This design comes from an exercise in tuning for small area on the open sky130 flow, not from production work. RTL that was checked went through simulation tests only; none was proved equivalent to the original. Power and IR drop assume default switching activity.

run A:
==> flow/design.v <==
`timescale 1ns / 1ps
module uart_get_32bit_word(
    input  logic        clk, reset,
    input  logic        addr_query,
    input  logic [15:0] addr,
    input  logic        rx,
    output logic        tx,
    output logic        tx_debug,
    output logic        div_clk_debug,
    output logic        rx_debug,
    output logic        query_debug,
    output logic [6:0]  segments,
    output logic [7:0]  anodos
    );
    logic rst;
    assign rst = ~reset;
    logic [7:0] c;
    logic       d;
    logic       c_end, tick, fall;
    assign c_end = c[7] & c[6] & c[4] & c[1] & c[0];    
    assign tick  = c_end & ~d;
    assign fall  = c_end & d;
    always_ff @(posedge clk) begin
        if (rst | c_end) c <= 8'd142;
        else             c <= {c[6:0], c[7] ^ c[2]};
        if (rst)         d <= 1'b0;
        else if (c_end)  d <= ~d;
    end
    logic [15:0] e;
    logic        d1, e_end, step;
    logic [2:0]  digit;
    assign e_end = ~e[15] & ~e[13] & ~e[12] & ~e[11] & ~e[10] & ~e[8] & ~e[6] & ~e[4]
                 & ~e[3] & ~e[2] & ~e[1] & e[0];                  
    assign step  = e_end & ~d1;
    always_ff @(posedge clk) begin
        if (rst | e_end) e <= 16'd59750;
        else             e <= {e[14:0], e[15] ^ e[6]};
        if (rst)         d1 <= 1'b0;
        else if (e_end)  d1 <= ~d1;
        if (rst)         digit <= 3'd0;
        else             digit <= digit + {2'd0, step};
    end
    logic       pb_aux, pb_sync;
    logic [2:0] ps, ps_n;
    logic       pulse;
    assign ps_n[0] = pb_sync & (ps[0] | ~ps[1]);
    assign ps_n[1] = ps[0] & (pb_sync | ps[2]);
    assign ps_n[2] = ps[1] & ps[0] & (pb_sync | ps[2]);
    assign pulse   = ps[1] & ~ps[2];
    always_ff @(posedge clk) begin
        if (rst) begin
            pb_aux  <= 1'b0;
            pb_sync <= 1'b0;
        end else if (tick) begin
            pb_aux  <= addr_query;
            pb_sync <= pb_aux;
        end
        if (rst)       ps <= 3'd0;
        else if (fall) ps <= ps_n;
    end
    localparam logic [3:0] T_STOP = 4'd0, T_FINAL = 4'd1, T_IDLE = 4'd2, T_LEAD = 4'd6;
    logic [3:0] tc;
    logic [4:0] tcnt;
    logic [1:0] tb;
    logic [7:0] tdata;
    logic       tbit_end, t_go, t_ld, t_ld0, t_ld1;
    assign tbit_end = &tcnt;
    assign t_go  = tick & ((tc == T_IDLE) ? pulse : (tc == T_STOP) & tbit_end & (tb != 2'd3));
    assign t_ld  = tick & (tc == T_LEAD) & (tcnt[1:0] == 2'd1);    
    assign t_ld0 = t_ld & (tb == 2'd0);
    assign t_ld1 = t_ld & (tb == 2'd1);
    always_ff @(posedge clk) begin
        if (rst) tc <= T_IDLE;
        else if (t_go) tc <= T_LEAD;
        else if (tick && (tc == T_FINAL || (tc != T_IDLE && tbit_end))) tc <= tc + 4'd1;
        if (t_go) tcnt <= 5'd29;
        else      tcnt <= tcnt + {4'd0, tick};
        if (tick && tc == T_IDLE) tb <= 2'd0;
        else                      tb <= tb + {1'b0, tick && tc == T_STOP && tbit_end};
        tdata <= (addr[7:0] & {8{t_ld0}}) | (addr[15:8] & {8{t_ld1}}) | (tdata & {8{~t_ld}});
    end
    assign tx = tc[3] ? tdata[tc[2:0]] : ~(tc[2] & tc[1] & tc[0]);
    localparam logic [8:0] R_IDLE = 9'd304;
    logic [8:0] rp;
    logic       r_wait, r_samp, r_end;
    logic [7:0] rbyte;
    assign r_wait = rp[8] & rp[5] & rp[4] & rp[0];           
    assign r_samp = tick & (rp[4:0] == 5'd15);
    assign r_end  = r_samp & rp[8] & rp[5];                  
    always_ff @(posedge clk) begin
        if (rst)                        rp <= R_IDLE;
        else if (tick && r_wait && ~rx) rp <= 9'd0;
        else                            rp <= rp + {8'd0, tick & ~r_wait};
        for (int i = 0; i < 8; i++)
            if (r_samp && rp[8:5] == 4'(i + 1)) rbyte[i] <= rx;
    end
    logic [2:0]  ws;
    logic [31:0] word;
    always_ff @(posedge clk) begin
        if (rst) ws <= 3'd0;
        else     ws <= ws + {2'd0, r_end && (ws[0] || rbyte == {6'd0, ws[2:1]} + 8'd1)};
    end
    logic [3:0] wload, whold;
    always_comb
        for (int k = 0; k < 4; k++) begin
            wload[k] = reset & tick & !r_end & (ws == 3'(2*k + 1));
            whold[k] = reset & ~wload[k];
        end
    always_ff @(posedge clk)
        for (int k = 0; k < 4; k++)
            word[8*k +: 8] <= (rbyte & {8{wload[k]}}) | (word[8*k +: 8] & {8{whold[k]}});
    logic [3:0] nib;
    assign nib = word[4*digit +: 4];
    always_comb begin
        case (nib)
            4'd0:  segments = ~7'b1111110;
            4'd1:  segments = ~7'b0110000;
            4'd2:  segments = ~7'b1101101;
            4'd3:  segments = ~7'b1111001;
            4'd4:  segments = ~7'b0110011;
            4'd5:  segments = ~7'b1011011;
            4'd6:  segments = ~7'b1011111;
            4'd7:  segments = ~7'b1110000;
            4'd8:  segments = ~7'b1111111;
            4'd9:  segments = ~7'b1111011;
            4'd10: segments = ~7'b1110111;
            4'd11: segments = ~7'b0011111;
            4'd12: segments = ~7'b1001110;
            4'd13: segments = ~7'b0111101;
            4'd14: segments = ~7'b1001111;
            default: segments = ~7'b1000111;
        endcase
    end
    assign anodos = ~(8'd1 << digit);
    assign tx_debug      = tx;
    assign rx_debug      = rx;
    assign div_clk_debug = d;
    assign query_debug   = pulse;
endmodule
clock: 10.0 ns
lec_check: 0
cap_margin: 20
core_margin: 2
core_utilization: 40
cts_buf_list: sky130_fd_sc_hd__clkbuf_8
gpl_timing_driven: 0
slew_margin: 20
standard.sh (not shown) runs the stock make flow with config.mk's settings and CLKGATE_MAP_FILE= SYNTH_SCRIPT=/design/flow/synth_recipe.tcl, a recipe that flattens the netlist after the stock synthesis.
==> flow/flow/run.sh <==
#!/bin/bash
# Layout flow: the standard flow, with three changes:
#  - the combinational logic of the standard synthesis is re-mapped by ABC for
#    area (flip-flops untouched: same instances, names and cell types);
#  - ports are buffered with sky130_fd_sc_hd__buf_1;
#  - CTS inserts no dummy loads.
# Each tool writes its own log in this folder.
set -euo pipefail
LIB=$FLOW_HOME/platforms/$FLOW_PLATFORM/lib/sky130_fd_sc_hd__tt_025C_1v80.lib
YOSYS=$FLOW_HOME/../tools/install/yosys/bin/yosys
[ -x "$YOSYS" ] || YOSYS=yosys
export BUFFER_PORTS_ARGS="-buffer_cell sky130_fd_sc_hd__buf_1"
export CTS_ARGS="-sink_clustering_enable -repair_clock_nets -buf_list sky130_fd_sc_hd__clkbuf_8 -dont_use_dummy_load"
R=orfs/results/$FLOW_PLATFORM/uart_get_32bit_word/base
bash standard.sh synth > standard_synth.log 2>&1
cp $R/1_2_yosys.v $R/1_2_yosys_std.v
python3 flow/genmodels.py $LIB comb_models.v > genmodels.log 2>&1
sed -e "s|@LIB@|$LIB|g" -e "s|@IN@|$R/1_2_yosys_std.v|" -e "s|@OUT@|$R/1_2_yosys.v|" -e "s|@TOP@|$FLOW_TOP|" flow/reabc.ys.in > reabc.ys
$YOSYS -l reabc.log -q reabc.ys > reabc_stdout.log 2>&1
rm -f $R/1_synth.odb $R/1_synth.sdc
bash standard.sh > standard.log 2>&1
==> flow/flow/reabc.ys.in <==
# Re-map the combinational logic of the standard synthesis for area; the
# flip-flops (blackboxes here) keep their instances, names and cell types.
read_liberty -lib @LIB@
read_verilog comb_models.v
read_verilog @IN@
hierarchy -top @TOP@
flatten
delete t:$scopeinfo
techmap
opt -fast
abc -liberty @LIB@ -script +strash;&get,-n;&deepsyn,-J,100,-T,60;&dch,-f;&nf,-a,-R,1000;&put;&get,-n;&deepsyn,-J,100,-T,60;&dch,-f;&nf,-a,-R,1000;&put;&get,-n;&deepsyn,-J,100,-T,60;&dch,-f;&nf,-a,-R,1000;&put -dont_use sky130_fd_sc_hd__probe_* -dont_use sky130_fd_sc_hd__lpflow_*
opt_clean -purge
hilomap -singleton -hicell sky130_fd_sc_hd__conb_1 HI -locell sky130_fd_sc_hd__conb_1 LO
insbuf -buf sky130_fd_sc_hd__buf_4 A X
splitnets
opt_clean -purge
tee -o reabc_stat.log stat -liberty @LIB@
write_verilog -noexpr -noattr -nohex -nodec @OUT@
Other scripts of this flow, unchanged in this note and not shown: flow/flow/genmodels.py
Run A finished every step from synthesis to the final layout, and the layout passed the timing, design-rule and antenna checks.
Modified inputs, run B compared to run A
Settings: a change of CORE_UTILIZATION from 40 to 70; an added PLACE_DENSITY of 0.9.
==> notes.md <==
Going from run A to run B, the die area was shrunk.
Setup WNS run A -> run B: worse
Compared with run A, run B ends up with less cell area.
Final critical path time including I/O delays and setup: run B vs run A up 63 ps
Input changes introduced in run C (baseline for comparison: run B):
Settings: swapping 70 for 40 in CORE_UTILIZATION; clearing PLACE_DENSITY, which used to be 0.9.
--- a/flow/flow/reabc.ys.in
+++ b/flow/flow/reabc.ys.in
@@ -12,5 +12,5 @@
 opt_clean -purge
 hilomap -singleton -hicell sky130_fd_sc_hd__conb_1 HI -locell sky130_fd_sc_hd__conb_1 LO
-insbuf -buf sky130_fd_sc_hd__buf_4 A X
+insbuf -buf sky130_fd_sc_hd__buf_1 A X
 splitnets
 opt_clean -purge
[summary]
Row period utilization: run C lower / run B higher. Relative to run B, the worst setup slack of run C is higher by 68 ps. Taking run C over run B, the floorplan row count ratio works out to 1.3. Initial cell density of the core (higher): run B. [compare] base=run B new=run C: net switching power figure picked up an extra about 0.75%, via count lost about 3%, routed wire length went down 140 um. Comparing run B and run C, placer congestion estimate is lower on run C. Diff run B -> run C: summed area of non-filler cells in the final layout now sits higher; die area now sits higher.

========
uart_get_32bit_word, a different RTL version from the one above (not shown whole).
Size: ~4100 um2 of cells after synthesis.
==> flow/config.mk <==
export PLATFORM = sky130hd
export DESIGN_NAME = uart_get_32bit_word
export DESIGN_NICKNAME = uart_get_32bit_word
export VERILOG_FILES = /design/flow/design.v
export SDC_FILE = /design/flow/constraint.sdc
export NUM_CORES = 4
export LEC_CHECK = 0
export CAP_MARGIN = 0
export CORE_MARGIN = 2
export CORE_UTILIZATION = 65
export CTS_BUF_LIST = sky130_fd_sc_hd__clkbuf_8
export GPL_TIMING_DRIVEN = 0
export SLEW_MARGIN = 0
==> flow/constraint.sdc <==
create_clock -name core_clock -period 10.0 [get_ports {clk}]
set_input_delay 2.0000 -clock core_clock [delete_from_list [all_inputs] [get_ports {clk}]]
set_output_delay 2.0000 -clock core_clock [all_outputs]
set_load 0.01 [all_outputs]
==> flow/flow/reabc.ys.in <==
# Re-map the combinational logic of the standard synthesis for area; the
# flip-flops (blackboxes here) keep their instances, names and cell types.
read_liberty -lib @LIB@
read_verilog comb_models.v
read_verilog @IN@
hierarchy -top @TOP@
flatten
delete t:$scopeinfo
techmap
opt -fast
abc -liberty @LIB@ -script +strash;&get,-n;&deepsyn,-J,100,-T,60;&put;dch,-f;amap;strash;dch,-f;amap -dont_use sky130_fd_sc_hd__probe_* -dont_use sky130_fd_sc_hd__lpflow_*
opt_clean -purge
hilomap -singleton -hicell sky130_fd_sc_hd__conb_1 HI -locell sky130_fd_sc_hd__conb_1 LO
insbuf -buf sky130_fd_sc_hd__buf_4 A X
splitnets
opt_clean -purge
tee -o reabc_stat.log stat -liberty @LIB@
write_verilog -noexpr -noattr -nohex -nodec @OUT@
Scripts as last shown in full above: flow/flow/run.sh
Other scripts of this flow, unchanged in this note and not shown: flow/flow/genmodels.py
The starting point completed with no timing, DRC or antenna violations.
Rerun with:
--- a/flow/flow/reabc.ys.in
+++ b/flow/flow/reabc.ys.in
@@ -11 +11 @@
-abc -liberty @LIB@ -script +strash;&get,-n;&deepsyn,-J,100,-T,60;&put;dch,-f;amap;strash;dch,-f;amap -dont_use sky130_fd_sc_hd__probe_* -dont_use sky130_fd_sc_hd__lpflow_*
+abc -liberty @LIB@ -script +strash;&get,-n;&deepsyn,-J,100,-T,60;&dch,-f;&nf,-a,-R,1000;&put -dont_use sky130_fd_sc_hd__probe_* -dont_use sky130_fd_sc_hd__lpflow_*
Settings changed: CAP_MARGIN 0 to 20, CORE_UTILIZATION 65 to 40, SLEW_MARGIN 0 to 20.
What happened: Cell area stays flat; critical path depth is lower by 2; power barely changes; wire length climbs by 2.8%; hold slack improves by 0.0095 ns; via count came out lower by 7.0%; global-route usage is lower by 8.4 points; synthesized cell count decreases by 14%; core utilization came out lower by 26 points; register-to-register slack gains 0.08 ns.
Rerun with:
--- a/flow/flow/reabc.ys.in
+++ b/flow/flow/reabc.ys.in
@@ -11 +11 @@
-abc -liberty @LIB@ -script +strash;&get,-n;&deepsyn,-J,100,-T,60;&dch,-f;&nf,-a,-R,1000;&put -dont_use sky130_fd_sc_hd__probe_* -dont_use sky130_fd_sc_hd__lpflow_*
+abc -liberty @LIB@ -script +strash;&get,-n;&deepsyn,-J,100,-T,60;&put;dch,-f;amap;strash;dch,-f;amap -dont_use sky130_fd_sc_hd__probe_* -dont_use sky130_fd_sc_hd__lpflow_*
After rerunning: Design area climbs by 1.4%; clock-buffer cell count stays the same; flip-flop and latch count does not change; routed wire length climbs by 3.8%; first-iteration DRC count drops by 10%; utilization drops by 0.82 points; clock skew is about the same; via count climbs by 7.2%; synthesized area climbs by 1.6%; global-route usage climbs by 0.73 points.

========
Another version of the RTL of uart_get_32bit_word (not shown whole).
Size in the first run: roughly 110 flip-flops, roughly 0.0051 sq mm of cells after synthesis.
export LEC_CHECK = 0
export CAP_MARGIN = 20
export CORE_MARGIN = 2
export CORE_UTILIZATION = 40
export CTS_BUF_LIST = sky130_fd_sc_hd__clkbuf_8
export SLEW_MARGIN = 20
create_clock -name core_clock -period 10.0 [get_ports {clk}]
==> flow/flow/run.sh <==
#!/bin/bash
# Standard ORFS layout with smaller port buffers and no CTS dummy loads.
set -e
ls -la > ls.log
cat standard.sh > standard_copy.log
export BUFFER_PORTS_ARGS="-buffer_cell sky130_fd_sc_hd__buf_1"
export CTS_ARGS="-sink_clustering_enable -repair_clock_nets -buf_list sky130_fd_sc_hd__clkbuf_8 -dont_use_dummy_load"
bash standard.sh > standard.log 2>&1
Rerun with:
==> flow/run.sh (new file) <==
#!/bin/bash
# synth_recipe.tcl (not shown) runs the flow's synth.tcl, then flattens the netlist and writes it again
# the make line also repeats each setting of config.mk as NAME=value (left out here)
make -C /OpenROAD-flow-scripts/flow DESIGN_CONFIG=/design/flow/config.mk WORK_HOME=/design/flow/orfs CLKGATE_MAP_FILE= SYNTH_SCRIPT=/design/flow/synth_recipe.tcl finish
removed: flow/flow/run.sh
removed: flow/standard.sh
Effect:
- The changed run finished with timing, DRC and antenna clean
- utilization rises by 2.9 points
- clock power grows by 55%
- combinational power rises by 25%
- register-to-register slack gains 0.32 ns
- global-route usage rose by 0.42 points
- hold slack improved by 0.0075 ns
- non-clock buffer count does not change
- cell area climbs by 6.7%
- total power grows by 17%
Rerun with:
==> flow/flow/run.sh (new file) <==
#!/bin/bash
# Standard ORFS layout with smaller port buffers and no CTS dummy loads.
set -e
ls -la > ls.log
cat standard.sh > standard_copy.log
export BUFFER_PORTS_ARGS="-buffer_cell sky130_fd_sc_hd__buf_1"
export CTS_ARGS="-sink_clustering_enable -repair_clock_nets -buf_list sky130_fd_sc_hd__clkbuf_4 -root_buf sky130_fd_sc_hd__clkbuf_8 -dont_use_dummy_load"
bash standard.sh > standard.log 2>&1
==> flow/standard.sh (new file) <==
#!/bin/bash
# synth_recipe.tcl (not shown) runs the flow's synth.tcl, then flattens the netlist and writes it again
# the make line also repeats each setting of config.mk as NAME=value (left out here)
make -C /OpenROAD-flow-scripts/flow DESIGN_CONFIG=/design/flow/config.mk WORK_HOME=/design/flow/orfs CLKGATE_MAP_FILE= SYNTH_SCRIPT=/design/flow/synth_recipe.tcl "${@:-finish}"
removed: flow/run.sh
=>
- cell count goes down by about 1%
- synthesized cell count stays the same
- via count decreases by about 1.1%
- first-iteration DRC count went up by 11%
Rerun with:
--- a/flow/flow/run.sh
+++ b/flow/flow/run.sh
@@ -7 +7 @@
-export CTS_ARGS="-sink_clustering_enable -repair_clock_nets -buf_list sky130_fd_sc_hd__clkbuf_4 -root_buf sky130_fd_sc_hd__clkbuf_8 -dont_use_dummy_load"
+export CTS_ARGS="-sink_clustering_enable -repair_clock_nets -buf_list sky130_fd_sc_hd__clkbuf_8 -sink_clustering_size 25 -sink_clustering_max_diameter 80 -dont_use_dummy_load"
Critical path depth stays the same.
Hold slack does not change.
Setup slack is unchanged.
Area after synthesis does not change.
First-iteration DRC count does not change.
Final cell count does not change.
Wire length stays the same.
Global-route usage does not change.
No functional check of the RTL was part of any run of this note.

[what the ideal ports hide]
No port has a modelled driver above. Below, the same layouts with a new extraction and two added sets of constraints.
Step 1: set_driving_cell puts a clkbuf_16 on clk and a buf_2 on each other input, an assumption about the parent block.
Step 2, shift: input delay + t, output delay - t, t = (earliest + latest rising clock arrival at the registers) / 2. This alone moves slack from input paths to output paths.
Slacks: ideal ports / drivers / drivers and shift; pairs: ideal ports / drivers.
run | shift t [ns] | setup slack, ns | latest minus earliest clock arrival (ns)
run A | 0.388 | 4.970 / 4.936 / 5.324 | 0.031 / 0.032
run B | 0.380 | 4.907 / 4.880 / 5.259 | 0.033 / 0.033
run C | 0.384 | 4.975 / 4.942 / 5.326 | 0.021 / 0.022
the first run of note 2 | 0.377 | 4.578 / 4.549 / 4.926 | 0.021 / 0.021
the second run of note 2 | 0.375 | 4.913 / 4.881 / 5.256 | 0.039 / 0.040
the third run of note 2 | 0.387 | 4.509 / 4.476 / 4.863 | 0.038 / 0.038
the first run of note 3 | 0.363 | 5.023 / 4.991 / 5.354 | 0.024 / 0.024
the second run of note 3 | 0.394 | 4.598 / 4.565 / 4.678 | 0.015 / 0.016
the third run of note 3 | 0.363 | 5.023 / 4.991 / 5.354 | 0.024 / 0.024
the fourth run of note 3 | 0.363 | 5.023 / 4.991 / 5.354 | 0.024 / 0.024
After both steps setup and hold are still met in every run listed.
